This design comes from an exercise in tuning for small area on the open sky130 flow, not from production work. For this run, only the layout was checked, not whether the RTL still works. Power and IR drop assume default switching activity.

## design.v

```verilog
module fixed_pri_arbiter_linear #(
    parameter N = 32
) (
    input  logic [N-1:0] req,
    output logic [N-1:0] gnt
);
  logic [N-1:0] higher_pri_req;
  assign higher_pri_req[0] = 1'b0;   
  generate
    for (genvar i = 0; i < N - 1; i++) begin : gen_prefix
      assign higher_pri_req[i+1] = higher_pri_req[i] | req[i];
    end
  endgenerate
  assign gnt = req & ~higher_pri_req;
endmodule
module rr_arbiter_linear_scan #(
    parameter int N = 32
) (
    input logic clk,
    input logic rst_n,
    input  logic [N-1:0] req,
    output logic [N-1:0] gnt    
);
  logic [$clog2(N)-1:0] last_grant;
  logic [$clog2(N)-1:0] grant_idx;
  logic                 grant_found;
  always_ff @(posedge clk) begin
    if (!rst_n) begin
      last_grant <= '0;
    end else if (grant_found) begin
      last_grant <= grant_idx;
    end
  end
  always_comb begin
    gnt         = '0;
    grant_idx   = last_grant;
    grant_found = 1'b0;
    for (int i = 0; i < N; i++) begin
      int idx;
      idx = (last_grant + 1 + i) % N;
      if (!grant_found && req[idx]) begin
        gnt[idx]    = 1'b1;
        grant_idx   = idx[$clog2(N)-1:0];
        grant_found = 1'b1;
      end
    end
  end
endmodule
module axi4_mux_r_arb #(
    parameter int RR_PRIO_NUMBER = 4,
    parameter int FIXED_PRIO_NUMBER = 1,
    localparam int INPUT_NUMBER = RR_PRIO_NUMBER + FIXED_PRIO_NUMBER
) (
    input logic clk,
    input logic rst_n,
    input logic [INPUT_NUMBER-1:0] in_ar_valid,
    input logic out_ar_ready,
    input logic out_r_last,
    input logic out_r_valid,
    input logic out_r_ready,
    output logic [INPUT_NUMBER-1:0] sel
);
  typedef enum logic [1:0] {
    IDLE,
    BUSY
  } state_t;
  state_t state_r, state_n;
  logic [INPUT_NUMBER-1:0] sel_r, sel_n;
  logic [RR_PRIO_NUMBER-1:0] rr_req, rr_gnt;
  logic [FIXED_PRIO_NUMBER-1:0] fixed_req, fixed_gnt;
  logic rr_has_req, fixed_has_req;
  logic [INPUT_NUMBER-1:0] grant_comb;
  always_ff @(posedge clk) begin
    if (!rst_n) begin
      state_r <= IDLE;
      sel_r   <= '0;
    end else begin
      state_r <= state_n;
      sel_r   <= sel_n;
    end
  end
  assign {rr_req, fixed_req} = in_ar_valid & {INPUT_NUMBER{out_ar_ready}};
  assign rr_has_req = |rr_req;
  assign fixed_has_req = |fixed_req;
  assign sel = sel_r;
  always_comb begin
    state_n = state_r;
    sel_n   = '0;
    grant_comb = '0;
    unique case (state_r)
      IDLE: begin
        grant_comb = rr_has_req ? {rr_gnt, {FIXED_PRIO_NUMBER{1'b0}}} :
          fixed_has_req ? {{RR_PRIO_NUMBER{1'b0}}, fixed_gnt} :
          '0;
        if (grant_comb != '0) begin
          sel_n   = grant_comb;
          state_n = BUSY;
        end
      end
      BUSY: begin
        if (out_r_valid && out_r_ready && out_r_last) begin
          state_n = IDLE;
        end else begin
          sel_n = sel_r;
        end
      end
    endcase
  end
  fixed_pri_arbiter_linear #(
      .N(FIXED_PRIO_NUMBER)
  ) fixed_pri_arbiter (
      .req(fixed_req),
      .gnt(fixed_gnt)
  );
  rr_arbiter_linear_scan #(
      .N(RR_PRIO_NUMBER)
  ) rr_arbiter (
      .clk  (clk),
      .rst_n(rst_n),
      .req(rr_req),
      .gnt(rr_gnt)
  );
endmodule
module axi4_mux_r #(
    parameter int AW = 32,
    parameter int AXI_ID_WIDTH = 8,
    parameter int AXI_DATA_WIDTH = 256,
    parameter int RR_PRIO_NUMBER = 4,
    parameter int FIXED_PRIO_NUMBER = 1,
    localparam int INPUT_NUMBER = RR_PRIO_NUMBER + FIXED_PRIO_NUMBER
) (
    input logic [INPUT_NUMBER-1:0] sel,
    input  logic [INPUT_NUMBER-1:0][AXI_ID_WIDTH-1:0] in_ar_id,
    input  logic [INPUT_NUMBER-1:0][          AW-1:0] in_ar_addr,
    input  logic [INPUT_NUMBER-1:0][             7:0] in_ar_len,
    input  logic [INPUT_NUMBER-1:0][             2:0] in_ar_size,
    input  logic [INPUT_NUMBER-1:0][             1:0] in_ar_burst,
    input  logic [INPUT_NUMBER-1:0]                   in_ar_valid,
    output logic [INPUT_NUMBER-1:0]                   in_ar_ready,
    output logic [INPUT_NUMBER-1:0][  AXI_ID_WIDTH-1:0] in_r_id,
    output logic [INPUT_NUMBER-1:0][AXI_DATA_WIDTH-1:0] in_r_data,
    output logic [INPUT_NUMBER-1:0][               1:0] in_r_resp,
    output logic [INPUT_NUMBER-1:0]                     in_r_last,
    output logic [INPUT_NUMBER-1:0]                     in_r_valid,
    input  logic [INPUT_NUMBER-1:0]                     in_r_ready,
    output logic [AXI_ID_WIDTH-1:0] out_ar_id,
    output logic [          AW-1:0] out_ar_addr,
    output logic [             7:0] out_ar_len,
    output logic [             2:0] out_ar_size,
    output logic [             1:0] out_ar_burst,
    output logic                    out_ar_valid,
    input  logic                    out_ar_ready,
    input  logic [  AXI_ID_WIDTH-1:0] out_r_id,
    input  logic [AXI_DATA_WIDTH-1:0] out_r_data,
    input  logic [               1:0] out_r_resp,
    input  logic                      out_r_last,
    input  logic                      out_r_valid,
    output logic                      out_r_ready
);
  always_comb begin
    in_ar_ready  = '0;
    in_r_id      = '0;
    in_r_data    = '0;
    in_r_resp    = '0;
    in_r_last    = '0;
    in_r_valid   = '0;
    out_ar_id    = '0;
    out_ar_addr  = '0;
    out_ar_len   = '0;
    out_ar_size  = '0;
    out_ar_burst = '0;
    out_ar_valid = '0;
    out_r_ready  = '0;
    for (int i = 0; i < INPUT_NUMBER; i++) begin
      if (sel[i]) begin
        in_ar_ready[i] = out_ar_ready;
        in_r_id[i]    = out_r_id;
        in_r_data[i]  = out_r_data;
        in_r_resp[i]  = out_r_resp;
        in_r_last[i]  = out_r_last;
        in_r_valid[i] = out_r_valid;
        out_ar_id    = in_ar_id[i];
        out_ar_addr  = in_ar_addr[i];
        out_ar_len   = in_ar_len[i];
        out_ar_size  = in_ar_size[i];
        out_ar_burst = in_ar_burst[i];
        out_ar_valid = in_ar_valid[i];
        out_r_ready = in_r_ready[i];
      end
    end
  end
endmodule
module axi4_mux_w_arb #(
    parameter int RR_PRIO_NUMBER = 4,
    parameter int FIXED_PRIO_NUMBER = 1,
    localparam int INPUT_NUMBER = RR_PRIO_NUMBER + FIXED_PRIO_NUMBER
) (
    input logic clk,
    input logic rst_n,
    input logic [INPUT_NUMBER-1:0] in_aw_valid,
    input logic out_aw_ready,
    input logic out_b_valid,
    input logic out_b_ready,
    output logic [INPUT_NUMBER-1:0] sel
);
  typedef enum logic [1:0] {
    IDLE,
    BUSY
  } state_t;
  state_t state_r, state_n;
  logic [INPUT_NUMBER-1:0] sel_r, sel_n;
  logic [RR_PRIO_NUMBER-1:0] rr_req, rr_gnt;
  logic [FIXED_PRIO_NUMBER-1:0] fixed_req, fixed_gnt;
  logic rr_has_req, fixed_has_req;
  logic [INPUT_NUMBER-1:0] grant_comb;
  always_ff @(posedge clk) begin
    if (!rst_n) begin
      state_r <= IDLE;
      sel_r   <= '0;
    end else begin
      state_r <= state_n;
      sel_r   <= sel_n;
    end
  end
  assign {rr_req, fixed_req} = in_aw_valid & {INPUT_NUMBER{out_aw_ready}};
  assign rr_has_req = |rr_req;
  assign fixed_has_req = |fixed_req;
  assign sel = sel_r;
  always_comb begin
    state_n = state_r;
    sel_n   = '0;
    grant_comb = '0;
    unique case (state_r)
      IDLE: begin
        grant_comb = rr_has_req ? {rr_gnt, {FIXED_PRIO_NUMBER{1'b0}}} :
          fixed_has_req ? {{RR_PRIO_NUMBER{1'b0}}, fixed_gnt} :
          '0;
        if (grant_comb != '0) begin
          sel_n   = grant_comb;
          state_n = BUSY;
        end
      end
      BUSY: begin
        if (out_b_valid && out_b_ready) begin
          state_n = IDLE;
        end else begin
          sel_n = sel_r;
        end
      end
    endcase
  end
  fixed_pri_arbiter_linear #(
      .N(FIXED_PRIO_NUMBER)
  ) fixed_pri_arbiter (
      .req(fixed_req),
      .gnt(fixed_gnt)
  );
  rr_arbiter_linear_scan #(
      .N(RR_PRIO_NUMBER)
  ) rr_arbiter (
      .clk  (clk),
      .rst_n(rst_n),
      .req(rr_req),
      .gnt(rr_gnt)
  );
endmodule
module axi4_mux_w #(
    parameter int AW = 32,
    parameter int AXI_ID_WIDTH = 8,
    parameter int AXI_DATA_WIDTH = 256,
    parameter int RR_PRIO_NUMBER = 4,
    parameter int FIXED_PRIO_NUMBER = 1,
    localparam int INPUT_NUMBER = RR_PRIO_NUMBER + FIXED_PRIO_NUMBER
) (
    input logic [INPUT_NUMBER-1:0] sel,
    input  logic [INPUT_NUMBER-1:0][AXI_ID_WIDTH-1:0] in_aw_id,
    input  logic [INPUT_NUMBER-1:0][          AW-1:0] in_aw_addr,
    input  logic [INPUT_NUMBER-1:0][             7:0] in_aw_len,
    input  logic [INPUT_NUMBER-1:0][             2:0] in_aw_size,
    input  logic [INPUT_NUMBER-1:0][             1:0] in_aw_burst,
    input  logic [INPUT_NUMBER-1:0]                   in_aw_valid,
    output logic [INPUT_NUMBER-1:0]                   in_aw_ready,
    input  logic [INPUT_NUMBER-1:0][    AXI_DATA_WIDTH-1:0] in_w_data,
    input  logic [INPUT_NUMBER-1:0][(AXI_DATA_WIDTH/8)-1:0] in_w_strb,
    input  logic [INPUT_NUMBER-1:0]                         in_w_last,
    input  logic [INPUT_NUMBER-1:0]                         in_w_valid,
    output logic [INPUT_NUMBER-1:0]                         in_w_ready,
    output logic [INPUT_NUMBER-1:0][AXI_ID_WIDTH-1:0] in_b_id,
    output logic [INPUT_NUMBER-1:0][             1:0] in_b_resp,
    output logic [INPUT_NUMBER-1:0]                   in_b_valid,
    input  logic [INPUT_NUMBER-1:0]                   in_b_ready,
    output logic [AXI_ID_WIDTH-1:0] out_aw_id,
    output logic [          AW-1:0] out_aw_addr,
    output logic [             7:0] out_aw_len,
    output logic [             2:0] out_aw_size,
    output logic [             1:0] out_aw_burst,
    output logic                    out_aw_valid,
    input  logic                    out_aw_ready,
    output logic [    AXI_DATA_WIDTH-1:0] out_w_data,
    output logic [(AXI_DATA_WIDTH/8)-1:0] out_w_strb,
    output logic                          out_w_last,
    output logic                          out_w_valid,
    input  logic                          out_w_ready,
    input  logic [AXI_ID_WIDTH-1:0] out_b_id,
    input  logic [             1:0] out_b_resp,
    input  logic                    out_b_valid,
    output logic                    out_b_ready
);
  always_comb begin
    in_aw_ready  = '0;
    in_w_ready   = '0;
    in_b_id      = '0;
    in_b_resp    = '0;
    in_b_valid   = '0;
    out_aw_id    = '0;
    out_aw_addr  = '0;
    out_aw_len   = '0;
    out_aw_size  = '0;
    out_aw_burst = '0;
    out_aw_valid = '0;
    out_w_data   = '0;
    out_w_strb   = '0;
    out_w_last   = '0;
    out_w_valid  = '0;
    out_b_ready  = '0;
    for (int i = 0; i < INPUT_NUMBER; i++) begin
      if (sel[i]) begin
        in_aw_ready[i] = out_aw_ready;
        in_w_ready[i]  = out_w_ready;
        in_b_id[i]     = out_b_id;
        in_b_resp[i]   = out_b_resp;
        in_b_valid[i]  = out_b_valid;
        out_aw_id      = in_aw_id[i];
        out_aw_addr    = in_aw_addr[i];
        out_aw_len     = in_aw_len[i];
        out_aw_size    = in_aw_size[i];
        out_aw_burst   = in_aw_burst[i];
        out_aw_valid   = in_aw_valid[i];
        out_w_data     = in_w_data[i];
        out_w_strb     = in_w_strb[i];
        out_w_last     = in_w_last[i];
        out_w_valid    = in_w_valid[i];
        out_b_ready    = in_b_ready[i];
      end
    end
  end
endmodule
module axi4_mux #(
    parameter int AW = 16,
    parameter int AXI_ID_WIDTH = 4,
    parameter int AXI_DATA_WIDTH = 32,
    parameter int RR_PRIO_NUMBER = 4,
    parameter int FIXED_PRIO_NUMBER = 2,
    localparam int INPUT_NUMBER = RR_PRIO_NUMBER + FIXED_PRIO_NUMBER
) (
    input logic clk,
    input logic rst_n,
    input  logic [INPUT_NUMBER-1:0][AXI_ID_WIDTH-1:0] in_aw_id,
    input  logic [INPUT_NUMBER-1:0][          AW-1:0] in_aw_addr,
    input  logic [INPUT_NUMBER-1:0][             7:0] in_aw_len,
    input  logic [INPUT_NUMBER-1:0][             2:0] in_aw_size,
    input  logic [INPUT_NUMBER-1:0][             1:0] in_aw_burst,
    input  logic [INPUT_NUMBER-1:0]                   in_aw_valid,
    output logic [INPUT_NUMBER-1:0]                   in_aw_ready,
    input  logic [INPUT_NUMBER-1:0][    AXI_DATA_WIDTH-1:0] in_w_data,
    input  logic [INPUT_NUMBER-1:0][(AXI_DATA_WIDTH/8)-1:0] in_w_strb,
    input  logic [INPUT_NUMBER-1:0]                         in_w_last,
    input  logic [INPUT_NUMBER-1:0]                         in_w_valid,
    output logic [INPUT_NUMBER-1:0]                         in_w_ready,
    output logic [INPUT_NUMBER-1:0][AXI_ID_WIDTH-1:0] in_b_id,
    output logic [INPUT_NUMBER-1:0][             1:0] in_b_resp,
    output logic [INPUT_NUMBER-1:0]                   in_b_valid,
    input  logic [INPUT_NUMBER-1:0]                   in_b_ready,
    input  logic [INPUT_NUMBER-1:0][AXI_ID_WIDTH-1:0] in_ar_id,
    input  logic [INPUT_NUMBER-1:0][          AW-1:0] in_ar_addr,
    input  logic [INPUT_NUMBER-1:0][             7:0] in_ar_len,
    input  logic [INPUT_NUMBER-1:0][             2:0] in_ar_size,
    input  logic [INPUT_NUMBER-1:0][             1:0] in_ar_burst,
    input  logic [INPUT_NUMBER-1:0]                   in_ar_valid,
    output logic [INPUT_NUMBER-1:0]                   in_ar_ready,
    output logic [INPUT_NUMBER-1:0][  AXI_ID_WIDTH-1:0] in_r_id,
    output logic [INPUT_NUMBER-1:0][AXI_DATA_WIDTH-1:0] in_r_data,
    output logic [INPUT_NUMBER-1:0][               1:0] in_r_resp,
    output logic [INPUT_NUMBER-1:0]                     in_r_last,
    output logic [INPUT_NUMBER-1:0]                     in_r_valid,
    input  logic [INPUT_NUMBER-1:0]                     in_r_ready,
    output logic [AXI_ID_WIDTH-1:0] out_aw_id,
    output logic [          AW-1:0] out_aw_addr,
    output logic [             7:0] out_aw_len,
    output logic [             2:0] out_aw_size,
    output logic [             1:0] out_aw_burst,
    output logic                    out_aw_valid,
    input  logic                    out_aw_ready,
    output logic [    AXI_DATA_WIDTH-1:0] out_w_data,
    output logic [(AXI_DATA_WIDTH/8)-1:0] out_w_strb,
    output logic                          out_w_last,
    output logic                          out_w_valid,
    input  logic                          out_w_ready,
    input  logic [AXI_ID_WIDTH-1:0] out_b_id,
    input  logic [             1:0] out_b_resp,
    input  logic                    out_b_valid,
    output logic                    out_b_ready,
    output logic [AXI_ID_WIDTH-1:0] out_ar_id,
    output logic [          AW-1:0] out_ar_addr,
    output logic [             7:0] out_ar_len,
    output logic [             2:0] out_ar_size,
    output logic [             1:0] out_ar_burst,
    output logic                    out_ar_valid,
    input  logic                    out_ar_ready,
    input  logic [  AXI_ID_WIDTH-1:0] out_r_id,
    input  logic [AXI_DATA_WIDTH-1:0] out_r_data,
    input  logic [               1:0] out_r_resp,
    input  logic                      out_r_last,
    input  logic                      out_r_valid,
    output logic                      out_r_ready
);
  logic [INPUT_NUMBER-1:0] sel_r, sel_w;
  axi4_mux_r_arb #(
      .RR_PRIO_NUMBER(RR_PRIO_NUMBER),
      .FIXED_PRIO_NUMBER(FIXED_PRIO_NUMBER)
  ) arb_r (
      .clk  (clk),
      .rst_n(rst_n),
      .in_ar_valid (in_ar_valid),
      .out_ar_ready(out_ar_ready),
      .out_r_last (out_r_last),
      .out_r_valid(out_r_valid),
      .out_r_ready(out_r_ready),
      .sel(sel_r)
  );
  axi4_mux_r #(
      .AW(AW),
      .AXI_ID_WIDTH(AXI_ID_WIDTH),
      .AXI_DATA_WIDTH(AXI_DATA_WIDTH),
      .RR_PRIO_NUMBER(RR_PRIO_NUMBER),
      .FIXED_PRIO_NUMBER(FIXED_PRIO_NUMBER)
  ) mux_r (
      .sel(sel_r),
      .in_ar_id(in_ar_id),
      .in_ar_addr(in_ar_addr),
      .in_ar_len(in_ar_len),
      .in_ar_size(in_ar_size),
      .in_ar_burst(in_ar_burst),
      .in_ar_valid(in_ar_valid),
      .in_ar_ready(in_ar_ready),
      .in_r_id(in_r_id),
      .in_r_data(in_r_data),
      .in_r_resp(in_r_resp),
      .in_r_last(in_r_last),
      .in_r_valid(in_r_valid),
      .in_r_ready(in_r_ready),
      .out_ar_id(out_ar_id),
      .out_ar_addr(out_ar_addr),
      .out_ar_len(out_ar_len),
      .out_ar_size(out_ar_size),
      .out_ar_burst(out_ar_burst),
      .out_ar_valid(out_ar_valid),
      .out_ar_ready(out_ar_ready),
      .out_r_id(out_r_id),
      .out_r_data(out_r_data),
      .out_r_resp(out_r_resp),
      .out_r_last(out_r_last),
      .out_r_valid(out_r_valid),
      .out_r_ready(out_r_ready)
  );
  axi4_mux_w_arb #(
      .RR_PRIO_NUMBER(RR_PRIO_NUMBER),
      .FIXED_PRIO_NUMBER(FIXED_PRIO_NUMBER)
  ) arb_w (
      .clk  (clk),
      .rst_n(rst_n),
      .in_aw_valid (in_aw_valid),
      .out_aw_ready(out_aw_ready),
      .out_b_valid(out_b_valid),
      .out_b_ready(out_b_ready),
      .sel(sel_w)
  );
  axi4_mux_w #(
      .AW(AW),
      .AXI_ID_WIDTH(AXI_ID_WIDTH),
      .AXI_DATA_WIDTH(AXI_DATA_WIDTH),
      .RR_PRIO_NUMBER(RR_PRIO_NUMBER),
      .FIXED_PRIO_NUMBER(FIXED_PRIO_NUMBER)
  ) mux_w (
      .sel(sel_w),
      .in_aw_id   (in_aw_id),
      .in_aw_addr (in_aw_addr),
      .in_aw_len  (in_aw_len),
      .in_aw_size (in_aw_size),
      .in_aw_burst(in_aw_burst),
      .in_aw_valid(in_aw_valid),
      .in_aw_ready(in_aw_ready),
      .in_w_data (in_w_data),
      .in_w_strb (in_w_strb),
      .in_w_last (in_w_last),
      .in_w_valid(in_w_valid),
      .in_w_ready(in_w_ready),
      .in_b_id   (in_b_id),
      .in_b_resp (in_b_resp),
      .in_b_valid(in_b_valid),
      .in_b_ready(in_b_ready),
      .out_aw_id   (out_aw_id),
      .out_aw_addr (out_aw_addr),
      .out_aw_len  (out_aw_len),
      .out_aw_size (out_aw_size),
      .out_aw_burst(out_aw_burst),
      .out_aw_valid(out_aw_valid),
      .out_aw_ready(out_aw_ready),
      .out_w_data (out_w_data),
      .out_w_strb (out_w_strb),
      .out_w_last (out_w_last),
      .out_w_valid(out_w_valid),
      .out_w_ready(out_w_ready),
      .out_b_id   (out_b_id),
      .out_b_resp (out_b_resp),
      .out_b_valid(out_b_valid),
      .out_b_ready(out_b_ready)
  );
endmodule
```

## run.sh

```bash
#!/bin/bash
# synth_recipe.tcl (not shown) runs the flow's synth.tcl, then flattens the netlist and writes it again
# the make line also repeats each setting of config.mk as NAME=value (left out here)
make -C /OpenROAD-flow-scripts/flow DESIGN_CONFIG=/design/flow/config.mk WORK_HOME=/design/flow/orfs CLKGATE_MAP_FILE= SYNTH_SCRIPT=/design/flow/synth_recipe.tcl finish
```

## config.mk

```make
export PLATFORM = sky130hd
export DESIGN_NAME = axi4_mux
export DESIGN_NICKNAME = axi4_mux
export VERILOG_FILES = /design/flow/design.v
export SDC_FILE = /design/flow/constraint.sdc
export NUM_CORES = 4
export LEC_CHECK = 0
export CAP_MARGIN = 20
export CORE_AREA = 5 5 435 435
export DIE_AREA = 0 0 440 440
export SLEW_MARGIN = 20
```

## constraint.sdc

```tcl
create_clock -name core_clock -period 6.0 [get_ports {clk}]
set_input_delay 1.2000 -clock core_clock [delete_from_list [all_inputs] [get_ports {clk}]]
set_output_delay 1.2000 -clock core_clock [all_outputs]
set_load 0.01 [all_outputs]
```

==> impl_table.tex <==
\begin{tabular}{lr}
\hline
Metric & Value \\
\hline
\multicolumn{2}{l}{\textbf{Status}} \\
\quad Run status & complete, no violations \\
\multicolumn{2}{l}{\textbf{Floorplan}} \\
\quad Vert. Die Dim & 440 um \\
\quad Floorplan row count & 157 \\
\quad Die W & 440 um \\
\quad Num ports & 1108 \\
\quad Initial Utilization & 4.83\% \\
\quad Area of the die & around 190000 um2 \\
\quad Placeable Area & roughly 180000 um2 \\
\multicolumn{2}{l}{\textbf{Cells and area}} \\
\quad Most frequent cells in the layout & clkdlybuf4s50\_1, and2\_1, a21oi\_1 \\
\quad Finished Cell Area & 22900 um2 \\
\quad Most common library cell in the layout ignoring fill and taps & clkdlybuf4s50\_1 \\
\quad Proportion of layout cells with a drive suffix above 1 & 3.14\% \\
\quad Number of cells in the finished layout apart from fillers & 4996 \\
\quad Number of nets in the finished design & 3234 \\
\quad Area Overhead vs Synth & 158\% \\
\multicolumn{2}{l}{\textbf{Synthesis}} \\
\quad Flip-flop and latch count after synthesis & 18 \\
\quad Share of flip-flops with an asynchronous set or reset after synthesis & 0\% \\
\quad Share of synthesized area occupied by flip-flops and latches & 4.07\% \\
\quad Distinct cell type count after synthesis & between 60 and 70 \\
\quad Netlist Area Pre-Place & between 8000 and 9000 um2 \\
\quad Post-synthesis average cell area & 5.79 um2 \\
\quad Leading post-synthesis cells by cell area & and2\_1, a21oi\_1, a221oi\_1, nor2b\_1, nor3\_1 \\
\quad Predominant post-synthesis flop cell & dfxtp\_1 \\
\quad Portion of synthesized cell area occupied by the leading cell type & 21.6\% \\
\quad Synthesis warning total & 5 \\
\quad Leading area contributor after synthesis & and2\_1 \\
\quad Number of enable-type register cells in the synthesized netlist & 0 \\
\quad Gate count of the mapped netlist & 1529 \\
\quad Number of nets produced by synthesis & 2245 \\
\multicolumn{2}{l}{\textbf{Placement}} \\
\quad HPWL after detailed placement & 104000 um \\
\quad Worst Setup Slack post-DPL & around 0.85 ns \\
\quad Number of port buffers & 1107 \\
\quad Cell count after placement & 4977 \\
\quad Instance area after placement & between 20000 and 25000 um2 \\
\quad RD Place Congestion & 0.926 \\
\multicolumn{2}{l}{\textbf{Flow run}} \\
\quad Number of max-capacitance violations reported & 0 \\
\multicolumn{2}{l}{\textbf{Worst setup path}} \\
\quad Required time of the worst setup path & 4.80 ns \\
\quad WP buf/inv & 3 \\
\quad Largest delay share family, worst path & buffers and inverters \\
\quad Endpoint class of the critical path & output pin \\
\quad Critical Setup Path Class & in2out \\
\quad Worst-path cell with the longest stage delay & clkdlybuf4s50\_1 \\
\quad Setup slack on the worst flop-to-flop path & between 2 and 3 ns \\
\quad Crit Path Max Fanout & 9 \\
\quad Biggest cell delay along the critical path & between 0.8 and 0.9 ns \\
\quad CP Data Arrival Time & roughly 3.7 ns \\
\quad Crit start category & primary input \\
\quad Ordered cell list for the critical path & clkdlybuf4s50\_1 > inv\_1 > a211oi\_1 > a21oi\_1 > nor2\_1 > a21oi\_1 > o21ai\_1 > clkdlybuf4s50\_1 \\
\multicolumn{2}{l}{\textbf{Clock tree}} \\
\quad Later-pin clock latency in the skew report & between 0.2 and 0.3 ns \\
\quad Clock Pin Slew Worst Setup and Hold Paths & roughly 0.050 ns \\
\quad \# clock sinks & 18 \\
\quad Number of clock buffers inserted by TritonCTS & 3 \\
\quad Setup fix buffers added after clock tree synthesis & 0 \\
\quad CTS max path bufs & 2 \\
\quad CTS tree & built \\
\quad CTS root buffer & clkbuf\_16 \\
\quad Number of H-tree levels & 1 \\
\quad Post-cts sizing count & 0 \\
\quad Cts hold-fix bufs & 0 \\
\multicolumn{2}{l}{\textbf{Global routing}} \\
\quad Number of global-route vias before repair & between 15000 and 20000 \\
\quad Maximum number of pins on one net before global-route repair & between 80 and 90 \\
\quad First-pass GRT wire length & 145000 um \\
\quad GRT Total Usage & 11.1\% \\
\quad Initial antenna violation count & 52 \\
\quad Overflow after GRT & 0 \\
\multicolumn{2}{l}{\textbf{STA}} \\
\quad Setup total negative slack & 0 ns \\
\quad Max-Slew Margin vs Limit & 31.9\% \\
\quad Timing-limited maximum frequency & 203 MHz \\
\quad Final hold viol count & 0 \\
\quad Worst Slack Setup Final & around 1.1 ns \\
\quad Unrepaired setup endpoints after global routing & no \\
\quad Slew of the pin with the lowest slew margin & 1.02 ns \\
\quad Final Max Tran Viols & 0 \\
\quad Final worst clock skew & about 0.0023 ns \\
\quad Minimum clock period & a little under 5 ns \\
\quad Period utilisation layout & 82.3\% \\
\quad Setup-failing EPs final & 0 \\
\multicolumn{2}{l}{\textbf{Min path}} \\
\quad Class of the tightest hold or removal check & reg2reg \\
\multicolumn{2}{l}{\textbf{Routing}} \\
\quad Vias & 15800 \\
\quad Antenna viol nets, final & 0 \\
\quad Pre-Repair DR Iteration Count & 5 \\
\quad DRC Markers & 0 \\
\quad Avg WL per Cell & 23.2 um \\
\quad Vias per inst & approximately 3.2 \\
\quad Drt initial violations & between 1000 and 1500 \\
\quad Aggregate routed wire length & $\sim$120000 um \\
\multicolumn{2}{l}{\textbf{Power and ir drop}} \\
\quad Total power & 5.14 mW \\
\quad Power Density & 224 nW/um2 \\
\quad Worst VDD drop & between 100 and 150 uV \\
\quad Pleak & roughly 7.5 nW \\
\hline
\end{tabular}
Yosys cell counts (2+ instances only):
library cell	n
a21boi_1	2
buf_6	3
nand2_1	116
ha_1	16
o221ai_1	2
nor3b_1	2
a211o_1	2
a32oi_1	3
buf_1	15
inv_2	2
or3_1	2
clkbuf_1	137
and2_1	306
a22oi_1	7
o21ai_0	7
o2bb2ai_1	4
nand4_1	3
nor4b_1	2
mux4_2	2
buf_2	7
a211oi_1	4
nand3b_1	2
and3_1	4
a21oi_1	228
o21ai_1	103
nor2_1	118
nor3_1	107
nor2b_1	118
a22o_1	5
a221oi_1	109
dfxtp_1	18
a31oi_1	9
mux2i_1	3
inv_1	16
a311oi_1	4
buf_4	5
nand3_1	7
registers in the layout, indices dropped and copies added (netlist names):
signal / flops
arb_w.sel_r: 6
arb_r.state_r: 1
arb_w.state_r: 1
arb_w.rr_arbiter.last_grant: 2
arb_r.rr_arbiter.last_grant: 2
arb_r.sel_r: 6
power breakdown:
group          internal, mW  total [mW]  switching (mW)
Combinational          2.01        4.57            2.56
Sequential            0.151       0.424           0.273
Clock                0.0881       0.140          0.0516
Total                  2.25        5.14            2.89
worst reg2reg max path, stage by stage (launching register included):
cell and delay [ns]:
dfxtp_1 0.79, inv_2 0.20, ha_1 0.54, mux4_2 0.61
a22o_1 0.26, a22o_1 0.18, a31oi_1 0.21, nor3b_2 0.21
a31oi_1 0.10
routing by layer:
layer	up-vias	share of wire, %	track usage (%)
met5	-	0.094	0
met1	7313	32	10.7
met4	14	5.7	5.88
met3	188	5.6	1.79
li1	7395	-	-
met2	871	57	22.3
per-stage QoR:
step / util, % / hold WS (ns)
floorplan: - / 0.544
global placement: 12.4 / 0.597
detailed placement: 12.4 / 0.582
CTS: 12.5 / 0.606
global route: 12.5 / 0.643
finish: 12.5 / 0.611
path summary, 6_finish.rpt:
path,startpoint,endpoint,cells after the start
setup / recovery,in_ar_valid[2],out_ar_valid,8
hold / removal,arb_r.state_r[0],arb_r.sel_r[5],2
setup reg to reg,arb_w.rr_arbiter.last_grant[0],arb_w.state_r[0],8
hold reg to reg,arb_r.state_r[0],arb_r.sel_r[5],2
cell type report:
cell class | instances | area, um2
fillers | 21500 | 161000
repair buffers | 1151 | 11400
multi-input cells | 1326 | 7770
well taps | 2464 | 3080
flip-flops and latches | 18 | 399
clock buffers | 3 | 75.1
inverters | 18 | 67.6
diodes | 16 | 40.0
cells by family after synthesis:
logic type                 Yosys count  share of synthesized area, %
and+or+nand+nor                    800                          48.8
AOI/OAI and AO/OA                  503                          35.4
buffers and inverters              185                          8.40
DFF                                 18                          4.07
adders and majority gates           16                          2.26
muxes                                6                         0.975
xor gates and xnor gates             1                        0.0989

[re-timing with driven ports]
In the flow no input, the clock included, has a driving cell. The finished layout below was timed again as built, in two steps.
Step 1, drivers: a clkbuf_16 drives clk and a buf_2 each remaining input, both assumed.
Step 2 moves the port delays by t, midway between the first and last clock arrival at a register: inputs arrive t later, outputs are due t later. That takes back most of the time a late clock gives input paths.
Three values: ideal, step 1, step 2; two values: the first two.
t (ns): 0.310
slack for setup (ns): 1.062 / 1.003 / 1.003
latest minus earliest clock arrival (ns): 0.003 / 0.003
After both steps setup and hold are still met in this run. The setup slack of this run moves by -0.059 ns with the drivers and by -0.059 ns with both steps.
